From an optimization exercise on the open Yosys and OpenROAD flow, aimed at small area, a short achievable clock period and few clock cycles per item; shortcuts taken in it are not production practice.
In this exercise RTL edits were held to simulation tests only and were not proved equivalent to the original.

## huffman
module huffman(clk, reset, gray_valid, gray_data, CNT_valid, CNT1, CNT2, CNT3, CNT4, CNT5, CNT6,
               code_valid, HC1, HC2, HC3, HC4, HC5, HC6, M1, M2, M3, M4, M5, M6);
export LEC_CHECK = 0
export CAP_MARGIN = 20
export CORE_MARGIN = 2
export CORE_UTILIZATION = 40
export SETUP_SLACK_MARGIN = 1.25
export SLEW_MARGIN = 20
create_clock -name core_clock -period 4.0 [get_ports {clk}]
run.sh (not shown) runs the stock make flow with config.mk's settings and CLKGATE_MAP_FILE= SYNTH_SCRIPT=/design/flow/synth_recipe.tcl, a recipe that flattens the netlist after the stock synthesis.
Testbench counts at the start, summed over its fixed seeds: cycles 22,080, images 192.
Next try:
- SETUP_SLACK_MARGIN: 1.25 -> 1.6
- TNS_END_PERCENT: not set -> 5
What happened:
- area after synthesis does not change
- utilization increases by 4.1 points
- first-iteration DRC count came out higher by about a fifth
- hold slack hardly moves
- non-clock buffer count grows by 86
- global-route usage went up by 1.4 points
Next try:
- ABC_AREA: not set -> 1
- CTS_CLUSTER_DIAMETER: not set -> 150
- CTS_CLUSTER_SIZE: not set -> 40
- TNS_END_PERCENT: 5 -> not set
Effect: The new run went through all stages and came out clean. Cell area came out lower by 0.98%. Utilization fell by 1.1 points. Register-to-register slack gets better by 0.31 ns. Global-route usage falls by 1.0 points. Sequential share of layout area is higher by 0.27 points. Via count is higher by 4.4%. Clock-buffer cell count goes down by 2. Synthesized area came out higher by 1.5%. Worst hold slack is worse by 0.010 ns.
Next try:
- CTS_CLUSTER_DIAMETER: 150 -> not set
- CTS_CLUSTER_SIZE: 40 -> not set
- SETUP_SLACK_MARGIN: 1.6 -> 1.4
Result:
- The new run ran to the end with no violations
- wire length shrinks by 4.8%
- non-clock buffer count shrinks by 34
- via count shrinks by 1.8%
Next try:
- ABC_AREA: 1 -> not set
- TNS_END_PERCENT: not set -> 5
The new run completed with no timing, DRC or antenna violations.
First-iteration DRC count increases by 23%.
Routed wire length goes up by 3.9%.
Clock-buffer cell count grows by 3.
Worst hold slack gets better by 0.0058 ns.
Global-route usage is higher by 0.51 points.


Starting RTL as in the previous note.
make LEC_CHECK=0 ABC_AREA=1 CAP_MARGIN=20 CORE_MARGIN=2 CORE_UTILIZATION=40 SETUP_SLACK_MARGIN=1.8 SLEW_MARGIN=20 finish   # period 4.0 ns
Testbench counts at the start, summed over its fixed seeds: cycles 22,080, images 192.
Change:
ABC_AREA = unset   (was 1)
SETUP_SLACK_MARGIN = 1.4   (was 1.8)
=>
- The changed run completed without violations
- via count shrinks by about 8%
- worst setup slack got worse by 280 ps
- utilization decreases by 2.2 points
- synthesized cell count fell by about 20%
Change:
ABC_AREA = 1   (was unset)
SETUP_SLACK_MARGIN = 1.6   (was 1.4)
Outcome:
- routed wire length barely changes
- via count climbs by 4.0%
- core utilization drops by 0.58 points
- synthesized area climbs by 1.5%
- global-route usage drops by 0.51 points
- cell count climbs by 14%
- final area stays flat
- critical path depth drops by 6


== run A ==
huffman, a different RTL version from the one above (not shown whole).
For scale: about 1300 cells after synthesis, ~120 flip-flops, about 160 I/O pins, roughly 0.0080 mm^2 of cells after synthesis.
export LEC_CHECK = 0
export ABC_AREA = 1
export CAP_MARGIN = 20
export CORE_MARGIN = 2
export CORE_UTILIZATION = 40
export CTS_BUF_LIST = sky130_fd_sc_hd__clkbuf_8
export SETUP_SLACK_MARGIN = 1.6
export SLEW_MARGIN = 20
create_clock -name core_clock -period 4.0 [get_ports {clk}]
standard.sh (not shown) runs the stock make flow with config.mk's settings and CLKGATE_MAP_FILE= SYNTH_SCRIPT=/design/flow/synth_recipe.tcl, a recipe that flattens the netlist after the stock synthesis.
==> flow/flow/run.sh <==
#!/bin/bash
# The standard layout (the standard.sh, which runs ORFS with the standard
# synthesis), except that the port buffers are the platform's smallest
# buffer instead of the delay cell buffer_ports picks by default. Every port
# still gets its own buffer. make's full output goes to standard.log here;
# ORFS keeps each step's log under orfs/logs.
set -euo pipefail
bash standard.sh "BUFFER_PORTS_ARGS=-buffer_cell sky130_fd_sc_hd__buf_1" finish > standard.log 2>&1
Testbench counts of run A, summed over its fixed seeds: cycles 21,888, images 192.
Relative to run A, the following input files were edited for run B:
# run A
export LEC_CHECK = 0
export ABC_AREA = 1
export CAP_MARGIN = 20
export CORE_MARGIN = 2
export CORE_UTILIZATION = 40
export CTS_BUF_LIST = sky130_fd_sc_hd__clkbuf_8
export SETUP_SLACK_MARGIN = 1.6
export SLEW_MARGIN = 20
create_clock -name core_clock -period 4.0 [get_ports {clk}]
# run B
export LEC_CHECK = 0
export CAP_MARGIN = 20
export CORE_MARGIN = 2
export CORE_UTILIZATION = 50
export CTS_BUF_LIST = sky130_fd_sc_hd__clkbuf_8
export SETUP_SLACK_MARGIN = 1.5
export SLEW_MARGIN = 20
create_clock -name core_clock -period 4.0 [get_ports {clk}]
[summary]
Final core area utilization in run B is 19 points above run A. Sequential portion of the cell area ends up higher on run A. Share of the synthesized area in compound gates (AO/OA/AOI/OAI): run B > run A. compound AO/OA/AOI/OAI gates as the main combinational cell family by area after synthesis was reported by run B, and simple AND/OR/NAND/NOR gates by run A. Compared with run A, final cell count in run B decreased by more than 10%. Taking run A over run B, the row count ratio works out to 1.11. Non-clock buffer count (higher): run B. Between run A and run B, the upper clock frequency limit is higher for run A. In the metrics for run A and run B, the one carrying the lower total number of cells along the worst setup path is run A. Comparing run A and run B, the higher placement-stage worst setup slack is on run A. The number of iterations in the first detailed-routing pass of run B is lower than that of run A.
Input changes introduced in run C (baseline for comparison: run B):
# run B
export LEC_CHECK = 0
export CAP_MARGIN = 20
export CORE_MARGIN = 2
export CORE_UTILIZATION = 50
export CTS_BUF_LIST = sky130_fd_sc_hd__clkbuf_8
export SETUP_SLACK_MARGIN = 1.5
export SLEW_MARGIN = 20
create_clock -name core_clock -period 4.0 [get_ports {clk}]
# run C
export LEC_CHECK = 0
export ABC_AREA = 1
export CAP_MARGIN = 20
export CORE_MARGIN = 2
export CORE_UTILIZATION = 55
export CTS_BUF_LIST = sky130_fd_sc_hd__clkbuf_8
export SETUP_SLACK_MARGIN = 1.5
export SLEW_MARGIN = 20
create_clock -name core_clock -period 4.0 [get_ports {clk}]
## What came out
Run C has more setup slack than run B.
Run C vs run B: fraction of area in registers up
The final cycle utilization of the critical path reported for run C is smaller than that of run B by 9.3 points.
For run D, these inputs were changed with respect to run C:
# run C
export LEC_CHECK = 0
export ABC_AREA = 1
export CAP_MARGIN = 20
export CORE_MARGIN = 2
export CORE_UTILIZATION = 55
export CTS_BUF_LIST = sky130_fd_sc_hd__clkbuf_8
export SETUP_SLACK_MARGIN = 1.5
export SLEW_MARGIN = 20
create_clock -name core_clock -period 4.0 [get_ports {clk}]
# run D
export LEC_CHECK = 0
export ABC_AREA = 1
export CAP_MARGIN = 20
export CORE_MARGIN = 2
export CORE_UTILIZATION = 40
export CTS_BUF_LIST = sky130_fd_sc_hd__clkbuf_8
export SETUP_SLACK_MARGIN = 1.5
export SLEW_MARGIN = 20
create_clock -name core_clock -period 4.0 [get_ports {clk}]
==> comparison <==
- The lower number of buffer and inverter instances along the worst setup path came out of run C.
- The flow did not stop early for run D: all stages ran, and the layout cleared the timing, design-rule and antenna checks.
- Looking at worst-case setup margin in the final layout across run C and run D, the one that comes out lower is run C.
- The core utilization of run D falls short of that of run C by 16 points.
- From run C to run D the numbers moved as follows: cell total after placement moved up, proportion of cell area occupied by registers moved down, area occupied by registers barely changed, met1 usage shrank by 8.2 points.
- In run D relative to run C, non-filler instance count after layout had gone up by a few percent.
- Between run C and run D, non-clock buffer count is lower for run D, run C comes in above that.
> inputs changed (run D -> run E)
# run D
export LEC_CHECK = 0
export ABC_AREA = 1
export CAP_MARGIN = 20
export CORE_MARGIN = 2
export CORE_UTILIZATION = 40
export CTS_BUF_LIST = sky130_fd_sc_hd__clkbuf_8
export SETUP_SLACK_MARGIN = 1.5
export SLEW_MARGIN = 20
create_clock -name core_clock -period 4.0 [get_ports {clk}]
# run E
export LEC_CHECK = 0
export ABC_AREA = 1
export CAP_MARGIN = 20
export CORE_MARGIN = 2
export CORE_UTILIZATION = 50
export CTS_BUF_LIST = sky130_fd_sc_hd__clkbuf_8
export SETUP_SLACK_MARGIN = 1.5
export SLEW_MARGIN = 20
create_clock -name core_clock -period 4.0 [get_ports {clk}]
Findings:
- Summary of run E over run D: count of clock buffers in the final design shows an increase of 4, area growth from synthesis to layout shows an increase of 0.23 points.
The following lists how run F was set up differently from run E:
# run E
export LEC_CHECK = 0
export ABC_AREA = 1
export CAP_MARGIN = 20
export CORE_MARGIN = 2
export CORE_UTILIZATION = 50
export CTS_BUF_LIST = sky130_fd_sc_hd__clkbuf_8
export SETUP_SLACK_MARGIN = 1.5
export SLEW_MARGIN = 20
create_clock -name core_clock -period 4.0 [get_ports {clk}]
# run F
export LEC_CHECK = 0
export ABC_AREA = 1
export CAP_MARGIN = 20
export CORE_MARGIN = 2
export CORE_UTILIZATION = 45
export CTS_BUF_LIST = sky130_fd_sc_hd__clkbuf_8
export SETUP_SLACK_MARGIN = 1.55
export SLEW_MARGIN = 20
create_clock -name core_clock -period 4.0 [get_ports {clk}]
Notes after the runs:
- | wire length of the first global-routing pass | higher: run E |
- Run F: multi-input gate area in the final layout is about 1.4% higher than what run E reported.
- The total detailed-routing wirelength of run E and that of run F are within noise of each other.
- Between run E and run F, via count decreased.
- Run F vs run E, instance count: run F higher
- Die area | run F > run E
- Run F vs. run E: total routed wire length on the met1 layer rose by 480 um; slew at the pin with the worst max-slew slack -0.044 ns; number of signal-net buffers in the layout decreased by 1.4% relative to the old numbers.
- The lower fraction of layout instances using a drive strength above 1 of run E and run F is in run E.

afterwards: timing with drivers on the ports:
No port has a modelled driver above. Below, the same layouts with a new extraction and two added sets of constraints.
Step 1, drivers: a clkbuf_16 drives clk and a buf_2 each remaining input, both assumed.
Step 2 moves the port delays by t, midway between the first and last clock arrival at a register: inputs arrive t later, outputs are due t later. That takes back most of the time a late clock gives input paths.
a / b / c = ideal / step 1 / step 2; a / b = the first two.
run	shift t [ns]	setup WS [ns]	worst hold slack (ns)	pins driven straight from the clock port
the first run of note 1	0.464	1.225 / 1.179 / 1.029	0.467 / 0.467 / 0.467	1
the second run of note 1	0.469	1.349 / 1.332 / 1.036	0.467 / 0.467 / 0.467	1
the third run of note 1	0.464	1.613 / 1.567 / 1.381	0.457 / 0.457 / 0.457	1
the fourth run of note 1	0.469	1.437 / 1.389 / 1.109	0.461 / 0.461 / 0.461	1
the fifth run of note 1	0.465	1.322 / 1.276 / 0.877	0.467 / 0.467 / 0.467	1
the first run of note 2	0.475	1.702 / 1.672 / 1.344	0.455 / 0.455 / 0.455	1
the second run of note 2	0.467	1.419 / 1.409 / 1.066	0.461 / 0.461 / 0.461	1
the third run of note 2	0.464	1.613 / 1.567 / 1.381	0.457 / 0.457 / 0.457	1
run A	0.494	1.651 / 1.612 / 1.158	0.470 / 0.470 / 0.470	1
run B	0.486	1.197 / 1.191 / 0.705	0.479 / 0.479 / 0.479	1
run C	0.489	1.569 / 1.569 / 1.172	0.469 / 0.469 / 0.469	1
run D	0.502	1.621 / 1.626 / 1.124	0.470 / 0.470 / 0.470	1
run E	0.486	1.624 / 1.594 / 1.195	0.470 / 0.470 / 0.470	1
run F	0.483	1.655 / 1.651 / 1.186	0.469 / 0.469 / 0.469	1
After both steps every run listed still meets setup and hold. For run D, which loses most, drivers alone change the setup slack by +0.005 ns; drivers and shift together by -0.497 ns.
